This is an optimization exercise on Yosys and OpenROAD, whose aim is small area, not a production implementation. In this exercise RTL edits were held to simulation tests only and were not proved equivalent to the original. Power and IR drop assume default switching activity.

Design gwct_top, start of the top module:
module gwct_top #(
    parameter CLK_HZ = 50_000_000,
    parameter BAUD   = 115_200
)(
    input         clk,
    input         rstn,
    input         gwct_rx,
    output        gwct_tx,
    output [31:0] PADDR,
    output        PSEL,
    output        PENABLE,
    output        PWRITE,
    output [31:0] PWDATA,
    output [3:0]  PSTRB,
    output [2:0]  PPROT,
    input  [31:0] PRDATA,
    input         PREADY,
    input         PSLVERR
);
Size in the first run: about 350 cells after synthesis, roughly 4500 um^2 of cells after synthesis.
==> flow/config.mk <==
export PLATFORM = sky130hd
export DESIGN_NAME = gwct_top
export DESIGN_NICKNAME = gwct_top
export VERILOG_FILES = /design/flow/design.v
export SDC_FILE = /design/flow/constraint.sdc
export NUM_CORES = 4
export LEC_CHECK = 0
export CAP_MARGIN = 20
export CORE_MARGIN = 2
export CORE_UTILIZATION = 40
export SLEW_MARGIN = 20
==> flow/constraint.sdc <==
create_clock -name core_clock -period 20.0 [get_ports {clk}]
set_input_delay 4.0000 -clock core_clock [delete_from_list [all_inputs] [get_ports {clk}]]
set_output_delay 4.0000 -clock core_clock [all_outputs]
set_load 0.01 [all_outputs]
standard.sh (not shown) runs the stock make flow with config.mk's settings and CLKGATE_MAP_FILE= SYNTH_SCRIPT=/design/flow/synth_recipe.tcl, a recipe that flattens the netlist after the stock synthesis.
==> flow/flow/run.sh <==
#!/bin/bash
# Layout flow: the standard ORFS flow (standard.sh) with these changes to
# how the layout is made:
#  1. after the standard synthesis, its combinational logic is mapped again by
#     yosys/ABC with area-oriented scripts (flip-flops untouched: same
#     instances, names and cell types); the smallest result that a SAT
#     equivalence check proves equal to the standard netlist replaces it;
#  2. port buffers are sky130_fd_sc_hd__buf_1 (every port still gets one);
#  3. CTS uses clkbuf_8, larger sink clusters and no dummy loads;
#  4. the constant outputs (PSTRB, PPROT) share one tie cell (conb_1 has a
#     HI and a LO pin) instead of one tie cell per port.

# Each tool writes its full output to its own log file in this folder.
set -uo pipefail
HERE=$(pwd)
F=$HERE/flow
R=$HERE/orfs/results/$FLOW_PLATFORM/gwct_top/base
LIB=$FLOW_HOME/platforms/$FLOW_PLATFORM/lib/sky130_fd_sc_hd__tt_025C_1v80.lib
DONTUSE=$(grep -o 'sky130_fd_sc_hd__\(probe\|lpflow\)[a-z0-9_]*' $FLOW_HOME/platforms/$FLOW_PLATFORM/config.mk | sort -u | sed 's/^/-dont_use /' | tr '\n' ' ')

export BUFFER_PORTS_ARGS="-buffer_cell sky130_fd_sc_hd__buf_1"
export SKIP_REPAIR_TIE_FANOUT=1
export CTS_ARGS="-sink_clustering_enable -repair_clock_nets -dont_use_dummy_load -buf_list sky130_fd_sc_hd__clkbuf_8 -sink_clustering_size 60 -sink_clustering_max_diameter 200"

bash standard.sh synth > flow_synth.log 2>&1 || exit 1

cp $R/1_2_yosys.v std_synth.v
python3 $F/mkcomb.py $LIB comb_cells.v > mkcomb.log 2>&1
python3 $F/cutff.py std_synth.v std_cut.v > cut_std.log 2>&1
best=""
bestarea=""
for s in a b c d e; do
  sed -e "s#@LIB@#$LIB#g" -e "s#@DONTUSE@#$DONTUSE#" -e "s#@SCRIPT@#$F/abc_$s.script#" \
      -e "s#@OUT@#resynth_$s.v#g" $F/resynth.ys > resynth_$s.ys
  timeout 900 yosys -s resynth_$s.ys > resynth_$s.log 2>&1 || continue
  python3 $F/cutff.py resynth_$s.v resynth_$s.cut.v > cut_$s.log 2>&1 || continue
  sed -e "s#@GOLD@#std_cut.v#" -e "s#@GATE@#resynth_$s.cut.v#" $F/cec.ys > cec_$s.ys
  timeout 900 yosys -s cec_$s.ys > cec_$s.log 2>&1 || continue
  area=$(grep 'Chip area' resynth_$s.v.stat | awk '{print $NF}')
  echo "script $s: area $area, equivalent" >> resynth_summary.log
  if [[ -z "$best" ]] || python3 -c "import sys; sys.exit(0 if $area < $bestarea else 1)"; then
    best=resynth_$s.v; bestarea=$area
  fi
done
if [[ -n "$best" ]]; then
  echo "using $best ($bestarea)" >> resynth_summary.log
  python3 $F/mergetie.py $best > mergetie.log 2>&1
  cp $best $R/1_2_yosys.v
  touch $R/1_2_yosys.v
else
  echo "no re-mapped netlist passed; keeping the standard one" >> resynth_summary.log
fi

bash standard.sh > flow_make.log 2>&1
Other scripts of this flow, unchanged in this note and not shown: flow/flow/abc_a.script, flow/flow/abc_b.script, flow/flow/abc_c.script, flow/flow/abc_d.script, flow/flow/abc_e.script, flow/flow/cec.ys, flow/flow/cutff.py, flow/flow/mergetie.py, flow/flow/mkcomb.py, flow/flow/resynth.ys
Edit:
--- a/flow/flow/run.sh
+++ b/flow/flow/run.sh
@@ -32 +32 @@
-for s in a b c d e; do
+for s in a b c d e f g h i j; do
==> flow/flow/abc_f.script (new file) <==
strash
&get -n
&st
&deepsyn -T 20 -S 4
&dch -f
&nf -R 1000
&put
topo
dnsize
==> flow/flow/abc_g.script (new file) <==
strash
&get -n
&st
&deepsyn -T 20 -S 8
&dch -f
&nf -R 1000
&put
topo
dnsize
==> flow/flow/abc_h.script (new file) <==
strash
&get -n
&st
&deepsyn -T 20 -S 21
&dch -f
&nf -R 1000
&put
topo
dnsize
==> flow/flow/abc_i.script (new file) <==
strash
&get -n
&st
&deepsyn -T 20 -S 33
&dch -f
&nf -R 1000
&put
topo
dnsize
==> flow/flow/abc_j.script (new file) <==
strash
&get -n
&st
&deepsyn -T 20 -S 4
&dch -f
&nf -R 1000
&put
strash
&get -n
&st
&deepsyn -T 20 -S 17
&dch -f
&nf -R 1000
&put
topo
dnsize
The new run completed with no timing, DRC or antenna violations.
Combinational power came out higher by 71%.
Global-route usage went up by 0.90 points.
Wire length is higher by 4.4%.
Die area stays flat.

---

Setup of run a:
gwct_top again, from the RTL that the note above started with.
clock: 20.0 ns
lec_check: 0
cap_margin: 20
core_margin: 2
core_utilization: 40
slew_margin: 20
==> flow/flow/run.sh <==
#!/bin/bash
# Layout flow: the standard ORFS flow (standard.sh) with these changes to
# how the layout is made:
#  1. after the standard synthesis, its combinational logic is mapped again by
#     yosys/ABC with area-oriented scripts (flip-flops untouched: same
#     instances, names and cell types); the smallest result that a SAT
#     equivalence check proves equal to the standard netlist replaces it;
#  2. port buffers are sky130_fd_sc_hd__buf_1 (every port still gets one);
#  3. CTS uses clkbuf_8, larger sink clusters and no dummy loads;
#  4. non-critical gates are downsized after global routing (RECOVER_POWER).
# Each tool writes its full output to its own log file in this folder.
set -uo pipefail
HERE=$(pwd)
F=$HERE/flow
R=$HERE/orfs/results/$FLOW_PLATFORM/gwct_top/base
LIB=$FLOW_HOME/platforms/$FLOW_PLATFORM/lib/sky130_fd_sc_hd__tt_025C_1v80.lib
DONTUSE=$(grep -o 'sky130_fd_sc_hd__\(probe\|lpflow\)[a-z0-9_]*' $FLOW_HOME/platforms/$FLOW_PLATFORM/config.mk | sort -u | sed 's/^/-dont_use /' | tr '\n' ' ')

export BUFFER_PORTS_ARGS="-buffer_cell sky130_fd_sc_hd__buf_1"
export CTS_ARGS="-sink_clustering_enable -repair_clock_nets -dont_use_dummy_load -buf_list sky130_fd_sc_hd__clkbuf_8 -sink_clustering_size 60 -sink_clustering_max_diameter 200"
export RECOVER_POWER=100

bash standard.sh synth > flow_synth.log 2>&1 || exit 1

cp $R/1_2_yosys.v std_synth.v
python3 $F/mkcomb.py $LIB comb_cells.v > mkcomb.log 2>&1
python3 $F/cutff.py std_synth.v std_cut.v > cut_std.log 2>&1
best=""
bestarea=""
for s in a b c d e; do
  sed -e "s#@LIB@#$LIB#g" -e "s#@DONTUSE@#$DONTUSE#" -e "s#@SCRIPT@#$F/abc_$s.script#" \
      -e "s#@OUT@#resynth_$s.v#g" $F/resynth.ys > resynth_$s.ys
  timeout 900 yosys -s resynth_$s.ys > resynth_$s.log 2>&1 || continue
  python3 $F/cutff.py resynth_$s.v resynth_$s.cut.v > cut_$s.log 2>&1 || continue
  sed -e "s#@GOLD@#std_cut.v#" -e "s#@GATE@#resynth_$s.cut.v#" $F/cec.ys > cec_$s.ys
  timeout 900 yosys -s cec_$s.ys > cec_$s.log 2>&1 || continue
  area=$(grep 'Chip area' resynth_$s.v.stat | awk '{print $NF}')
  echo "script $s: area $area, equivalent" >> resynth_summary.log
  if [[ -z "$best" ]] || python3 -c "import sys; sys.exit(0 if $area < $bestarea else 1)"; then
    best=resynth_$s.v; bestarea=$area
  fi
done
if [[ -n "$best" ]]; then
  echo "using $best ($bestarea)" >> resynth_summary.log
  cp $best $R/1_2_yosys.v
  touch $R/1_2_yosys.v
else
  echo "no re-mapped netlist passed; keeping the standard one" >> resynth_summary.log
fi

bash standard.sh > flow_make.log 2>&1
Other scripts of this flow, unchanged in this note and not shown: flow/flow/abc_a.script, flow/flow/abc_b.script, flow/flow/abc_c.script, flow/flow/abc_d.script, flow/flow/abc_e.script, flow/flow/cec.ys, flow/flow/cutff.py, flow/flow/mkcomb.py, flow/flow/resynth.ys
What the final checks of run a revealed, after a flow that finished every stage, was a layout that fails on capacitance limit, slew limit.
diff inputs: run a => run b
--- a/flow/flow/run.sh
+++ b/flow/flow/run.sh
@@ -10 +10 @@
-#  4. non-critical gates are downsized after global routing (RECOVER_POWER).
+
@@ -21 +20,0 @@
-export RECOVER_POWER=100
Findings:
Run b: done, clean on timing, DRC and antenna. Run a finished every stage; the final checks, however, were not passed, the failures being capacitance limit, slew limit. On via count of the first global-routing pass, the lower figure sits with run a, not run b. Run b against run a: cell count has remained practically unchanged, sum of net half-perimeters after detailed placement decreased by 140 um relative to the old numbers. Between run a and run b, detailed-route wire length per cell decreased. In run b, the non-clock buffer count came out 1 below the value in run a. Run b ends up with a area added between synthesis and finish that is 0.32 points higher than in run a. Total design power came out higher on run b than on run a. Run b does worse than run a on net switching power.

-- separate check: timing with driven ports --
The results above use ideal ports. As a check the final layouts listed here were re-extracted and re-timed, cells and wires unchanged. Step 1: set_driving_cell puts a clkbuf_16 on clk and a buf_2 on each other input, an assumption about the parent block. Step 2 adds t to the input delays and takes it off the output delays; t is the mean of the earliest and latest rising clock arrival at the registers after step 1. Input paths then give back, and output paths get back, about the clock's delay inside the block. Slacks: ideal / step 1 / step 2; pairs: ideal / step 1.
run	shift t [ns]	setup WS [ns]	hold WS [ns]	worst register clock-pin slew, ns
the first run of note 1	0.403	13.765 / 13.733 / 13.943	0.331 / 0.331 / 0.331	0.11 / 0.11
the second run of note 1	0.392	13.717 / 13.684 / 13.736	0.333 / 0.333 / 0.333	0.11 / 0.11
run a	0.383	13.567 / 13.534 / 13.887	0.334 / 0.334 / 0.334	0.11 / 0.11
run b	0.386	13.820 / 13.786 / 13.940	0.338 / 0.338 / 0.338	0.11 / 0.11
